Background: an optimization exercise with open tools, aiming at small area. Do not read the settings as production practice.
The RTL was checked by simulation tests, not by an equivalence proof against the original design.
Power figures rest on the tool's default switching activity, not on a simulated workload.

// Main
module Main(
  input  i_Clk,
  input  i_Reset,
  input  i_Switch_1,
  input  i_Switch_2,
  input  i_Switch_3,
  input  i_Switch_4,
  input  io_PMOD_1,
  output io_PMOD_2,
  output o_LED_1,
  output o_LED_2,
  output o_LED_3,
  output o_LED_4,
  output o_VGA_HSync,
  output o_VGA_VSync,
  output o_VGA_Red_0,
  output o_VGA_Red_1,
  output o_VGA_Red_2,
  output o_VGA_Grn_0,
  output o_VGA_Grn_1,
  output o_VGA_Grn_2,
  output o_VGA_Blu_0,
  output o_VGA_Blu_1,
  output o_VGA_Blu_2);
clock: 10.0 ns
lec_check: 0
cap_margin: 20
core_margin: 2
core_utilization: 65
slew_margin: 20
standard.sh (not shown) runs the stock make flow with config.mk's settings and CLKGATE_MAP_FILE= SYNTH_SCRIPT=/design/flow/synth_recipe.tcl, a recipe that flattens the netlist after the stock synthesis.
==> flow/flow/run.sh <==
#!/bin/bash
# The standard ORFS layout (standard.sh) with three changes:
#  - synthesis is the standard flow's own script, but adders are left to abc as plain
#    logic (no half/full adder cells), and abc maps the logic with
#    flow/abc.script, an area-oriented script, instead of abc_speed;
#    the register mapping (and so every register) is unchanged;
#  - port buffers use the smallest buffer cell;
#  - clock tree synthesis inserts no dummy loads.
set -euo pipefail
F=$PWD/flow
# synth_recipe.tcl with synth.tcl swapped for a copy that calls abc with
# flow/abc.script.
sed "s|^  log_cmd abc {\*}\$abc_args|  set abc_args [lreplace \$abc_args 1 1 $F/abc.script]\n  log_cmd abc {*}\$abc_args|" \
  "$FLOW_HOME/scripts/synth.tcl" > synth_area.tcl
grep -q "flow/abc.script" synth_area.tcl
sed "s|\$::env(SCRIPTS_DIR)/synth.tcl|$PWD/synth_area.tcl|" synth_recipe.tcl > synth_top.tcl
grep -q synth_area.tcl synth_top.tcl
bash standard.sh \
  SYNTH_SCRIPT="$PWD/synth_top.tcl" \
  ADDER_MAP_FILE= \
  BUFFER_PORTS_ARGS="-buffer_cell sky130_fd_sc_hd__buf_1" \
  CTS_ARGS="-sink_clustering_enable -repair_clock_nets -dont_use_dummy_load" \
  finish > standard.log 2>&1
==> flow/flow/abc.script <==
&get -n
&st
&deepsyn -T 60
&dch -f
&nf -a -R 50
&put
&get -n
&st
&dch -f
&nf -a -R 50
&put
Change:
==> flow/flow/run.sh (replaced) <==
#!/bin/bash
# Standard ORFS layout with two changes: port buffers use the smallest
# buffer cell, and a smaller clock tree.
set -euo pipefail
bash standard.sh \
  BUFFER_PORTS_ARGS="-buffer_cell sky130_fd_sc_hd__buf_1" \
  CTS_ARGS="-repair_clock_nets -buf_list sky130_fd_sc_hd__clkbuf_16 -root_buf sky130_fd_sc_hd__clkbuf_16 -dont_use_dummy_load" \
  finish > standard.log 2>&1
removed: flow/flow/abc.script
Outcome: Synthesized area increases by 19%; total power increases by 17%; global-route usage decreases by 1.6 points; die area increases by 18%; cell count increases by 1.9%; clock power increases by 50%; sequential share of layout area decreases by 7.1 points; wire length increases by 4.9%; via count barely changes.
Change:
==> flow/flow/run.sh (replaced) <==
#!/bin/bash
# Standard ORFS layout with two changes: port buffers use the smallest
# buffer cell, and clock tree synthesis inserts no dummy loads.
set -euo pipefail
bash standard.sh \
  BUFFER_PORTS_ARGS="-buffer_cell sky130_fd_sc_hd__buf_1" \
  CTS_ARGS="-repair_clock_nets -dont_use_dummy_load -wire_unit 200" \
  finish > standard.log 2>&1
Final cell count does not change.
Die area does not change.
Worst hold slack stays flat.
Global-route usage went down by 0.28 points.
First-iteration DRC count went down by 7.2%.
Setup slack gains 0.0046 ns.
Via count went down by 0.83%.
Change:
==> flow/flow/run.sh (replaced) <==
#!/bin/bash
# The standard ORFS layout (standard.sh) with three changes:
#  - synthesis is the standard flow's own script, but abc maps the logic with
#    flow/abc.script, an area-oriented script, instead of abc_speed;
#    everything before abc (and so every register) is unchanged;
#  - port buffers use the smallest buffer cell;
#  - clock tree synthesis inserts no dummy loads.
set -euo pipefail
F=$PWD/flow
# synth_recipe.tcl with synth.tcl swapped for a copy that calls abc with
# flow/abc.script.
sed "s|^  log_cmd abc {\*}\$abc_args|  set abc_args [lreplace \$abc_args 1 1 $F/abc.script]\n  log_cmd abc {*}\$abc_args|" \
  "$FLOW_HOME/scripts/synth.tcl" > synth_area.tcl
grep -q "flow/abc.script" synth_area.tcl
sed "s|\$::env(SCRIPTS_DIR)/synth.tcl|$PWD/synth_area.tcl|" synth_recipe.tcl > synth_top.tcl
grep -q synth_area.tcl synth_top.tcl
bash standard.sh \
  SYNTH_SCRIPT="$PWD/synth_top.tcl" \
  BUFFER_PORTS_ARGS="-buffer_cell sky130_fd_sc_hd__buf_1" \
  CTS_ARGS="-sink_clustering_enable -repair_clock_nets -dont_use_dummy_load" \
  finish > standard.log 2>&1
==> flow/flow/abc.script (new file) <==
&get -n
&st
&deepsyn -T 60
&dch -f
&nf -a -R 20
&put
Via count came out lower by 4.2%.
Clock power is about the same.
Global-route usage barely changes.
Wire length came out lower by 4.9%.
Change:
==> flow/flow/run.sh (replaced) <==
#!/bin/bash
# Standard ORFS layout with two changes: port buffers use the smallest
# buffer cell, and clock tree synthesis inserts no dummy loads.
set -euo pipefail
bash standard.sh \
  BUFFER_PORTS_ARGS="-buffer_cell sky130_fd_sc_hd__buf_1" \
  CTS_ARGS="-sink_clustering_enable -repair_clock_nets -dont_use_dummy_load" \
  finish > standard.log 2>&1
removed: flow/flow/abc.script
=> Final cell count climbs by 3.9%; via count climbs by 4.4%; count of clock-buffer cells in the layout is unchanged; combinational power grows by about 2%.

-- re-timing with driven ports --
The flow's constraints put no driver on any port. The routed layouts listed below were extracted and timed again, unchanged, in two steps.
Step 1, drivers: a clkbuf_16 drives i_Clk and a buf_2 each remaining input, both assumed.
Step 2, shift: input delay + t, output delay - t, t = (earliest + latest rising clock arrival at the registers) / 2. This alone moves slack from input paths to output paths.
Three values: ideal, step 1, step 2; two values: the first two.
| run | t (ns) | setup slack, ns | worst data-port slew with drivers (ns) | cell pins on the clock port's net |
|---|---|---|---|---|
| the first run | 0.368 | 4.577 / 4.557 / 4.557 | 0.03 | 1 |
| the second run | 0.356 | 4.852 / 4.830 / 4.830 | 0.03 | 1 |
| the third run | 0.371 | 4.856 / 4.835 / 4.835 | 0.03 | 1 |
| the fourth run | 0.361 | 4.810 / 4.789 / 4.789 | 0.03 | 1 |
| the fifth run | 0.371 | 4.856 / 4.835 / 4.835 | 0.03 | 1 |
After both steps every run listed still meets setup and hold. For the second run, which loses most, drivers alone change the setup slack by -0.022 ns; drivers and shift together by -0.022 ns.
